From an optimization exercise on the open Yosys and OpenROAD flow, aimed at small area, a short achievable clock period and few clock cycles per item; shortcuts taken in it are not production practice.

== main ==
// expression_solver
module expression_solver
(
    input clk,
    input rst,
    input start,
    input [7:0] X,
    input [15:0] A,
    input [15:0] B,
    input [15:0] C,
    output [15:0] result,
    output zero,
    output overflow,
    output completed
);
    reg busy;          
    reg done;          
    reg [15:0] S0, S1;
    always @(posedge clk or posedge rst)
    begin
        if (rst) begin
            busy <= 1'b0;
            done <= 1'b0;
        end else begin
            if (start) busy <= 1'b1;
            done <= busy;
        end
    end
    wire [15:0] p, g;
    ha ha_0 (S0[0], S1[0], p[0], g[0]);
    ha ha_1 (S0[1], S1[1], p[1], g[1]);
    ha ha_2 (S0[2], S1[2], p[2], g[2]);
    ha ha_3 (S0[3], S1[3], p[3], g[3]);
    ha ha_4 (S0[4], S1[4], p[4], g[4]);
    ha ha_5 (S0[5], S1[5], p[5], g[5]);
    ha ha_6 (S0[6], S1[6], p[6], g[6]);
    ha ha_7 (S0[7], S1[7], p[7], g[7]);
    ha ha_8 (S0[8], S1[8], p[8], g[8]);
    ha ha_9 (S0[9], S1[9], p[9], g[9]);
    ha ha_10 (S0[10], S1[10], p[10], g[10]);
    ha ha_11 (S0[11], S1[11], p[11], g[11]);
    ha ha_12 (S0[12], S1[12], p[12], g[12]);
    ha ha_13 (S0[13], S1[13], p[13], g[13]);
    ha ha_14 (S0[14], S1[14], p[14], g[14]);
    ha ha_15 (S0[15], S1[15], p[15], g[15]);
    wire [15:0] G0 = {g[15:1], g[0] | p[0]};
    wire [15:0] P0 = {p[15:1], 1'b0};
  ...
Size in the first run: roughly 450 cells after synthesis, roughly 33 flip-flops, ~78 I/O pins, ~4400 µm² of cells after synthesis.
export LEC_CHECK = 0
export CAP_MARGIN = 20
export CORE_MARGIN = 2
export CORE_UTILIZATION = 40
export SETUP_SLACK_MARGIN = 5
export SLEW_MARGIN = 20
export SYNTH_HIERARCHICAL = 1
export SYNTH_MINIMUM_KEEP_SIZE = 0
create_clock -name core_clock -period 11.0 [get_ports {clk}]
standard.sh (not shown) runs the stock make flow with config.mk's settings and CLKGATE_MAP_FILE= SYNTH_SCRIPT=/design/flow/synth_recipe.tcl, a recipe that flattens the netlist after the stock synthesis.
==> flow/flow/run.sh <==
#!/bin/bash
# The standard layout, with the port buffers made from the smallest buffer
# (buf_1) instead of the delay buffer buffer_ports picks by default; the
# resizer still upsizes them where timing, slew or load ask for it.
set -euo pipefail
export BUFFER_PORTS_ARGS="-buffer_cell sky130_fd_sc_hd__buf_1"
bash standard.sh > standard_finish.log 2>&1
The inputs of the feature branch differ from those of main as listed below.
--- a/flow/design.v
+++ b/flow/design.v
@@ -53,26 +53,26 @@
     wire [15:0] G0 = {g[15:1], g[0] | p[0]};
     wire [15:0] P0 = {p[15:1], 1'b0};
     wire [15:0] G1 = {G0[15:1] | (P0[15:1] & G0[14:0]), G0[0:0]};
     wire [15:0] P1 = {P0[15:1] & P0[14:0], P0[0:0]};
     wire [15:0] G2 = {G1[15:2] | (P1[15:2] & G1[13:0]), G1[1:0]};
     wire [15:0] P2 = {P1[15:2] & P1[13:0], P1[1:0]};
     wire [15:0] G3 = {G2[15:4] | (P2[15:4] & G2[11:0]), G2[3:0]};
     wire [15:0] P3 = {P2[15:4] & P2[11:0], P2[3:0]};
     wire [15:0] G4 = {G3[15:8] | (P3[15:8] & G3[7:0]), G3[7:0]};
     wire [15:0] P4 = {P3[15:8] & P3[7:0], P3[7:0]};
     wire [15:0] T = p ^ ~{G4[14:0], 1'b1};
     wire [15:0] m = busy ? T : A;
-    wire [7:0] x = done ? 8'd1 : X;
-    wire [15:0] kn = ~(done ? 16'd0 : busy ? C : B);
+    wire [7:0] x = X;
+    wire [15:0] kn = ~(busy ? C : B);
     wire pp_0_0 = ~(x[0] & m[0]);
     wire pp_0_1 = ~(x[0] & m[1]);
     wire pp_0_2 = ~(x[0] & m[2]);
     wire pp_0_3 = ~(x[0] & m[3]);
     wire pp_0_4 = ~(x[0] & m[4]);
     wire pp_0_5 = ~(x[0] & m[5]);
     wire pp_0_6 = ~(x[0] & m[6]);
     wire pp_0_7 = ~(x[0] & m[7]);
     wire pp_0_8 = ~(x[0] & m[8]);
     wire pp_0_9 = ~(x[0] & m[9]);
     wire pp_0_10 = ~(x[0] & m[10]);
     wire pp_0_11 = ~(x[0] & m[11]);
@@ -327,20 +327,22 @@
     wire s161, c162;
     fa fa_s161 (s97, c130, s131, s161, c162);
     wire s163, c164;
     fa fa_s163 (s101, c132, s133, s163, c164);
     wire s165, c166;
     fa fa_s165 (s105, c134, s135, s165, c166);
     wire s167, c168;
     fa fa_s167 (s109, c136, s137, s167, c168);
     wire [15:0] n0 = {c166, c164, c162, c160, c158, c156, c154, c152, c150, c148, c146, c144, c142, c140, s139, pp_0_0};
     wire [15:0] n1 = {s167, s165, s163, s161, s159, s157, s155, s153, s151, s149, s147, h145, h143, h141, 1'b1, kn[0]};
     always @(posedge clk)
     begin
-        S0 <= n0;
-        S1 <= n1;
+        if (!done) begin
+            S0 <= n0;
+            S1 <= n1;
+        end
     end
     assign result = T;
-    assign zero = ~|T;
+    assign zero = ~p[0] & (&(p[15:1] ^ g[14:0]));
     assign completed = done;
     assign overflow = 1'b0;
 endmodule
[summary]
- The higher number of enable flip-flop cells after synthesis of the feature branch and main is in the feature branch.
- Number of distinct standard cells referenced by the synthesized netlist: higher on main
- The lower sequential share of layout area came out of main.
- Diff main -> the feature branch: number of hold-repair buffers added at the cts stage now sits at about the same level.
- Against main, the feature branch reports a worst-case setup slack after placement that is higher.
- The feature branch vs main: share of the clock period used by the worst path after layout down
No functional check of the RTL was part of any run of this note.

Another version of the RTL of expression_solver (not shown whole).
Size: ~400 cells after synthesis, about 18 flip-flops, ~0.0039 mm² of cells after synthesis.
clock: 11.0 ns
lec_check: 0
cap_margin: 20
core_margin: 2
core_utilization: 40
setup_slack_margin: 2
slew_margin: 20
synth_hierarchical: 1
synth_minimum_keep_size: 0
Scripts as last shown in full above: flow/flow/run.sh
Then changed:
--- a/flow/design.v
+++ b/flow/design.v
@@ -1,14 +1,10 @@
 module fa (input a, input b, input c, output s, output co);
     assign s = a ^ b ^ c;
     assign co = (a & b) | (a & c) | (b & c);
 endmodule
-module ha (input a, input b, output s, output c);
-    assign s = a ^ b;
-    assign c = a & b;
-endmodule
 module expression_solver
 (
     input clk,
     input rst,
     input start,
     input [7:0] X,
@@ -296,40 +292,14 @@
     fa fa_s157 (s98, c127, s128, s157, c158);
     wire s159, c160;
     fa fa_s159 (s102, c129, s130, s159, c160);
     wire s161 = s105 ^ c131 ^ s132;
     wire [15:0] n0 = {c160, c158, c156, c154, c152, c150, c148, c146, c144, c142, c140, c138, c136, c134, s133, pp_0_0};
     wire [15:0] n1 = {s161, s159, s157, s155, s153, s151, s149, s147, s145, s143, s141, h139, h137, h135, 1'b1, kn[0]};
-    wire [15:0] p, g;
-    ha ha_0 (n0[0], n1[0], p[0], g[0]);
-    ha ha_1 (n0[1], n1[1], p[1], g[1]);
-    ha ha_2 (n0[2], n1[2], p[2], g[2]);
-    ha ha_3 (n0[3], n1[3], p[3], g[3]);
-    ha ha_4 (n0[4], n1[4], p[4], g[4]);
-    ha ha_5 (n0[5], n1[5], p[5], g[5]);
-    ha ha_6 (n0[6], n1[6], p[6], g[6]);
-    ha ha_7 (n0[7], n1[7], p[7], g[7]);
-    ha ha_8 (n0[8], n1[8], p[8], g[8]);
-    ha ha_9 (n0[9], n1[9], p[9], g[9]);
-    ha ha_10 (n0[10], n1[10], p[10], g[10]);
-    ha ha_11 (n0[11], n1[11], p[11], g[11]);
-    ha ha_12 (n0[12], n1[12], p[12], g[12]);
-    ha ha_13 (n0[13], n1[13], p[13], g[13]);
-    ha ha_14 (n0[14], n1[14], p[14], g[14]);
-    ha ha_15 (n0[15], n1[15], p[15], g[15]);
-    wire [15:0] G0 = {g[15:1], g[0] | p[0]};
-    wire [15:0] P0 = {p[15:1], 1'b0};
-    wire [15:0] G1 = {G0[15:1] | (P0[15:1] & G0[14:0]), G0[0:0]};
-    wire [15:0] P1 = {P0[15:1] & P0[14:0], P0[0:0]};
-    wire [15:0] G2 = {G1[15:2] | (P1[15:2] & G1[13:0]), G1[1:0]};
-    wire [15:0] P2 = {P1[15:2] & P1[13:0], P1[1:0]};
-    wire [15:0] G3 = {G2[15:4] | (P2[15:4] & G2[11:0]), G2[3:0]};
-    wire [15:0] P3 = {P2[15:4] & P2[11:0], P2[3:0]};
-    wire [15:0] G4 = {G3[15:8] | (P3[15:8] & G3[7:0]), G3[7:0]};
-    wire [15:0] P4 = {P3[15:8] & P3[7:0], P3[7:0]};
-    wire [15:0] y = p ^ ~{G4[14:0], 1'b1};
+    wire [15:0] yn = n0 + n1 + 16'd1;
+    wire [15:0] y = ~yn;
     assign result = done ? T : y;
     assign zero = ~|result;
     always @(posedge clk)
     begin
         T <= result;
     end
What happened:
- synthesized area drops by about 2.3%
- core utilization climbs by 0.52 points
- hold slack got worse by 0.0040 ns
- die area drops by about 2.2%
- design area is about the same
- cell count drops by 4.8%
- worst setup slack improved by 0.036 ns
- fmax climbs by about 0.4%
- routed wire length drops by 5.4%
No functional check of the RTL was part of any run of this note.

## re-timing with driven ports
No port has a modelled driver above. Below, the same layouts with a new extraction and two added sets of constraints. Step 1: set_driving_cell puts a clkbuf_16 on clk and a buf_2 on each other input, an assumption about the parent block. Step 2 adds t to the input delays and takes it off the output delays; t is the mean of the earliest and latest rising clock arrival at the registers after step 1. Input paths then give back, and output paths get back, about the clock's delay inside the block. a / b / c = ideal / step 1 / step 2; a / b = the first two.
| run | shift t [ns] | setup slack, ns | clock arrival spread, ns |
|---|---|---|---|
| main | 0.301 | 5.321 / 5.289 / 5.473 | 0.008 / 0.007 |
| the feature branch | 0.314 | 5.843 / 5.842 / 5.631 | 0.009 / 0.009 |
| the first run of note 2 | 0.283 | 2.046 / 2.022 / 2.022 | 0.007 / 0.008 |
| the second run of note 2 | 0.268 | 2.082 / 2.058 / 2.058 | 0.004 / 0.004 |
After both steps setup and hold are still met in every run listed. For the feature branch, which loses most, drivers alone change the setup slack by -0.001 ns; drivers and shift together by -0.212 ns.
